Background: an optimization exercise with open tools, aiming at small area, a short achievable clock period and few clock cycles per item. Do not read the settings as production practice. The RTL was checked by simulation tests, not by an equivalence proof against the original design. No activity file was given, so power comes from the tool's default toggle rates.

==> run X <==
## ntt_core
module ntt_core #(
    parameter WIDTH = 24
)(
    input  wire          clk,
    input  wire          rst_n,
    input  wire          start,
    output reg           done,
    output reg  [7:0]    ram_addr_a,
    output reg           ram_we_a,
    output reg  [WIDTH-1:0] ram_wdata_a,
    input  wire [WIDTH-1:0] ram_rdata_a,
    output reg  [7:0]    ram_addr_b,
    output reg           ram_we_b,
    output reg  [WIDTH-1:0] ram_wdata_b,
    input  wire [WIDTH-1:0] ram_rdata_b
);
export LEC_CHECK = 0
export CAP_MARGIN = 20
export CORE_MARGIN = 2
export CORE_UTILIZATION = 40
export SLEW_MARGIN = 20
create_clock -name core_clock -period 10.0 [get_ports {clk}]
standard.sh (not shown) runs the stock make flow with config.mk's settings and CLKGATE_MAP_FILE= SYNTH_SCRIPT=/design/flow/synth_recipe.tcl, a recipe that flattens the netlist after the stock synthesis.
==> flow/flow/run.sh <==
#!/bin/bash
# Layout flow: the standard ORFS flow (standard synthesis unchanged), with the
# setup repair aiming for more slack than the 10 ns clock needs, so that the
# resizer works on the design's real critical paths.
set -euo pipefail
MARGIN=$(cat flow/margin.txt)
bash standard.sh SETUP_SLACK_MARGIN=$MARGIN finish > standard.log 2>&1
==> flow/flow/margin.txt <==
6.5
==> run Z: changes against run X <==
--- a/flow/design.v
+++ b/flow/design.v
@@ -1163,15 +1163,19 @@
     wire [22:0] am  = a[22:0] + 23'd8191;                                
     assign r = neg ? ap : (ge ? am : a[22:0]);
 endmodule
 `timescale 1ns / 1ps
 module g1_rom (
-    input  wire [7:0]  k,
+    input  wire [7:0]  k,       
+    input  wire [7:0]  kn,      
     output wire [22:0] z
 );
-    localparam [5887:0] TAB = 5888'hc8bf504f1d6d824bd6cd5588338b98f90394729edfc62a5a382eb15dc7ad370d9f4b3dab1eb1753410b783b73e9e9207012f7460cdb0ccf863b60d1348e23cf0289a75c876c807a2c97160bdf381282940020ef5b5a14769ca8744850b2162c4481a628efb623f33d60edc11aa63fbf8833cb363539e28234e85cd1d06377c3bae64a453f53cfbcf711a8211f3404112d82d8c94fc5a2f58c3e580339c9497d8e5c56ec8c1f1e191178763e114b452e3d825a730c1d99b6646fe6deaad2f919ce37d67843406a0cd1e651c8283ada36765b7a966b8138caed2dc3be1edf7a258c225a9cf0615e888d57a010bc1713c8e5853c8b6c2d7ba674863b69ffc6ffccbc935d0498c0b2c54c95d083f52edb3fbc2ce0165f60b116ee85e9e57a052566e94d7fe1780c99e363dc8810fbc39df7d775c145f9ffbf983dfcd0aa1262f3cc425fa8658314e87b838c463f19238d89dc7eb25393c0b960acc762f230568bc5433c1b2cfe21ca1161dd9265e7f5a692b9dadc144380a3808fbb38bbf71243dec199fc7a23640f9b875bfd8cb35ff296595673271401f2877378590a80192df2742f87b8e0f1502887d6fe3351c123981ff3d6b01b099bd3de064d81dded8002b4e1422f482a45004162d2870773364e98a5ac1e2c45d73023575027f066ccf42fbb80bda9aa29775ab48209393c5f852a7641fc67ad33d9cc944d7d980fc491119b25ff1d4b277be86bff08e37af15adbe13397fc9a161265944595da9a65c3841c23ec199b5029c4a977b61a1d8fadf898e815b5acc450d4fa606b7b0258fd18f9f1e314a8b46c82d5919a067d1313e69c3560596c98b9b2d21f56f2ea1500d810fa62f55314ac3a21d74f6d745ccf75d3c8138d60f97c15ed73f99a8951ffaecb298aaebe731fb5525df7e89665c19e47e6469851883f65369b812f99cc24f99fd5d5dfc677e17dbedec05d01b4150925a652e2bba89ab69a3696b8ea02ffa497824d54292aa64f9701cf2befa167de42f7f07af383abed07148fe8a00fff8;
-    assign z = TAB[k*23 +: 23];
+    localparam [3071:0] TABL = 3072'hfa875b97a558c5c40e53d62ac177716e14b38f54d0f07e9e380d1861963b89a8f31348763d1c58e702940776853954850b12061df3f30766a97f1cb39cf8d39a3377d7314f9f711a8f90445b1fc5ac66009298e5764c782f0e11297096183b66f36b4b39c678035479905da32db9ae195dc3f6f963b5361546a042e275855b6ee90c7ffce65d7418154c841bb6785165588a17af45666bfe03c6c881e1cf5d28bfbfefea84e795fac181ee88c9234eec94817acc791a2f678cfe508764cfe92b6e0e0211f8bb921066f440f9adf2cd52c673a001dcb211923a1ee32a07d69a88e6e7a1b0e9e936bdb2b4117a9182c8709b2296c58730ba8c19e8580bd51d6a412c5f53bf1967b944cc024464bd4bdf4fc2f5edbecbf858b285da2e170833329cbbd876bf181566253ed6f58f7cfc528d959133e4f96ac6c9d96d5b42a81017a52b43a6d767bf20ac1c159fc2545d98aa398549fd15c13f36147ec9b8cce3e6bab677edf01768225a71526a46d8eafd20935254f9e79e85c8507a1d51c5d14ff8;
+    localparam [2815:0] TABH = 2816'hc8a4f1826cd8338f9475fc5a2b17ad59fdab1750b3739212f4cdcf860c8e302f5cc80c94bd9280035b4768740b2c4662b623d7c123f83363428285d06c3a4a753cf7821406d8494a2e3e73997dc56c1d917634b43da7359946feab91b7d4340ce5183a677a9413ed2be17a0224f0e897a3c148e3c82d674b696ffc9049b2c95df533fce0f616ee9e052e95e1499bdc0fbdf75c79f982d0a62c428654e838bf18d87eb93960763054541b221d61e65da69db442383b3f71dedfc364b87d8dff595271f2b78280df2f860f288fe3c101feb099be041d800e15481002d2772e9ac1c5d23427eccfbbda89774839385241fad1ccd7cfc519ff12766bce315a133c99264599a7843ec3504a9618fa98eb5a50e60302d191e28b02d9a11329c0598b921f2e80dfa75303a74f45d5d138f97ed79a9ffb29ebffb5df1669e44698853612ec25fd5fce16ded01d09653bab6996b02e979542a6700bee7df7ff39ed08f80f;
+    wire [7:0] kh = ~kn;
+    assign z[11:0]  = TABL[k*12 +: 12];
+    assign z[22:12] = TABH[kh*11 +: 11];
 endmodule
 `timescale 1ns / 1ps
 module ntt_core #(
     parameter WIDTH = 24
 )(
@@ -1189,11 +1193,11 @@
     input  wire [WIDTH-1:0] ram_rdata_b
 );
     localparam [10:0] CC_LAST = 11'd1037;    
     reg        run;       
     reg        prm;       
-    reg [10:0] cc;        
+    reg [10:0] cn;        
     reg [2:0]  pj;        
     reg [3:0]  pd;        
     reg [1:0]  pm;        
     wire idle = !run && !prm;
     function [7:0] pos;
@@ -1210,11 +1214,10 @@
     endfunction
     function [3:0] brv4;
         input [3:0] x;
         brv4 = {x[0], x[1], x[2], x[3]};
     endfunction
-    wire [10:0] cn   = cc + 11'd1;
     wire [8:0]  kn   = cn[10:2];
     wire [8:0]  kw1  = kn - 9'd3;               
     wire [8:0]  kw2  = kn - 9'd4;               
     wire        rd_n = run && (kn[8] == 1'b0) && (cn[0] == 1'b0);
     wire        w1_n = run && (cn[1:0] == 2'd3) && (kn >= 9'd3) && (kw1[8] == 1'b0);
@@ -1236,21 +1239,22 @@
     reg  [22:0] V;                  
     reg  [22:0] H;                  
     reg  [24:0] SA, DA;             
     reg  [22:0] U1, U2, U3, U4, U5; 
     reg  [7:0]  tidx;               
+    reg  [7:0]  tidxn;              
     reg  [22:0] Z;                  
     reg  [11:0] Wn, W1, W2;         
     wire [23:0] T;                  
     wire [24:0] SA_n, DA_n;
     wire [22:0] S_n, D_n;
     wire [22:0] z_rom;
     wire [11:0] zn, z1, z2;
-    wire [1:0]  ph = cc[1:0];
+    wire [1:0]  ph = cn[1:0] - 2'd1;     
     wire [22:0] S  = ram_wdata_a[22:0];    
     wire [22:0] D  = ram_wdata_b[22:0];
-    wire [10:0] ci  = cc + 11'd3;
+    wire [10:0] ci  = cn + 11'd2;
     wire [7:0]  gk  = ci[9:2];
     wire [7:0]  gz1 = (ci[1:0] == 2'd2) ? gk : gk - 8'd1;    
     wire [7:0]  gz2 = gk - 8'd2;                             
     reg  [7:0]  tidx_n;
     always @(*) begin
@@ -1270,18 +1274,19 @@
                 2'd2: tidx_n = {3'b001, gz2[5:2], ci[1]};
                 default: tidx_n = {1'b1, gz2[5:0], ci[1]};
             endcase
         end
     end
-    g1_rom u_rom (.k(tidx), .z(z_rom));
+    g1_rom u_rom (.k(tidx), .kn(tidxn), .z(z_rom));
     booth_enc u_enc (.b(Z), .bn(zn), .b1(z1), .b2(z2));
     modmul u_mul (.clk(clk), .a(V), .bn(Wn), .b1(W1), .b2(W2), .r(T));
     bfly_add1 u_as1 (.u(U1), .x(T), .s(SA_n), .d(DA_n));
     bfly_red  u_rs  (.a(SA), .r(S_n));
     bfly_red  u_rd  (.a(DA), .r(D_n));
     always @(posedge clk) begin
         tidx <= tidx_n;
+        tidxn <= ~tidx_n;
         Z    <= z_rom;
         Wn   <= zn;
         W1   <= z1;
         W2   <= z2;
         SA   <= SA_n;
@@ -1299,11 +1304,11 @@
         U5 <= (ph == 2'd2) ? D : ram_rdata_a[22:0];
     end
     always @(posedge clk or negedge rst_n) begin
         if (!rst_n) begin
             run <= 1'b0; prm <= 1'b0; done <= 1'b0;
-            cc <= 11'd0; pj <= 3'd0; pd <= 4'd1; pm <= 2'd0;
+            cn <= 11'd1; pj <= 3'd0; pd <= 4'd1; pm <= 2'd0;
             ram_we_a <= 1'b0; ram_we_b <= 1'b0;
             ram_addr_a <= 8'd64; ram_addr_b <= 8'd192;
             ram_wdata_a <= {WIDTH{1'b0}}; ram_wdata_b <= {WIDTH{1'b0}};
         end else begin
             done <= 1'b0;
@@ -1314,20 +1319,20 @@
                 ram_wdata_a <= {1'b0, S_n};
                 ram_wdata_b <= {1'b0, D_n};
             end
             if (idle) begin
                 ram_we_a <= 1'b0; ram_we_b <= 1'b0;
-                cc <= 11'd0;
+                cn <= 11'd1;
                 if (start) begin
                     run <= 1'b1;
-                    cc <= 11'd1;
+                    cn <= 11'd2;
                 end
             end else if (run) begin
-                cc <= cn;
-                if (cc == CC_LAST) begin
+                cn <= cn + 11'd1;
+                if (cn == CC_LAST + 11'd1) begin
                     run <= 1'b0; prm <= 1'b1;
-                    cc <= 11'd0;
+                    cn <= 11'd1;
                     pj <= 3'd0; pd <= 4'd1; pm <= 2'd0;
                     ram_we_a <= 1'b0; ram_we_b <= 1'b0;
                     ram_addr_a <= {4'd0, brv4(4'd1)};
                     ram_addr_b <= {4'd1, brv4(4'd2)};
                 end else if (rd_n) begin
--- a/flow/config.mk
+++ b/flow/config.mk
@@ -5,7 +5,7 @@
 export SDC_FILE = /design/flow/constraint.sdc
 export NUM_CORES = 8
 export LEC_CHECK = 0
 export CAP_MARGIN = 20
 export CORE_MARGIN = 2
-export CORE_UTILIZATION = 40
+export CORE_UTILIZATION = 55
 export SLEW_MARGIN = 20
==> comparison <==
In run X the power is smaller than in run Z, by 1.8%.
Critical path depth is the same in run X and run Z.
In combinational power, run X and run Z hardly differ.
In run X the cell count is larger than in run Z, by 6.1%.
Against run X, the area after synthesis of run Z is higher by 3.2%.
Via count is about the same in run X and run Z.
Between run Z and run X, the lower die area is in run Z (gap about 25%, measured against run X).
Against run X, the clock skew of run Z is lower by 0.0047 ns.
Against run X, the routed wire length of run Z is lower by about 10%.
Between run X and run Z, the lower sequential share of layout area is in run X (gap 0.70 points).
Testbench counts of run X, summed over its fixed seeds: cycles 29,240, transforms 24.
Testbench counts of run Z, summed over its fixed seeds: cycles 29,240, transforms 24.

## port drivers added, routing unchanged
Ports are ideal in the flow. The routed layouts listed here were re-timed in OpenROAD.
Step 1 sets driving cells, clkbuf_16 on the clock port and buf_2 on the other inputs (assumed; they add their load-dependent delay and slew).
Step 2, shift: input delay + t, output delay - t, t = (earliest + latest rising clock arrival at the registers) / 2. This alone moves slack from input paths to output paths.
Three values: no drivers, after step 1, after step 2; two values: the first two.
run | t, ns | setup slack, ns | slew at the worst register clock pin (ns)
run X | 0.682 | 6.407 / 6.407 / 6.407 | 0.07 / 0.07
run Z | 0.684 | 6.509 / 6.509 / 6.509 | 0.07 / 0.07
After both steps setup and hold are still met in every run listed.
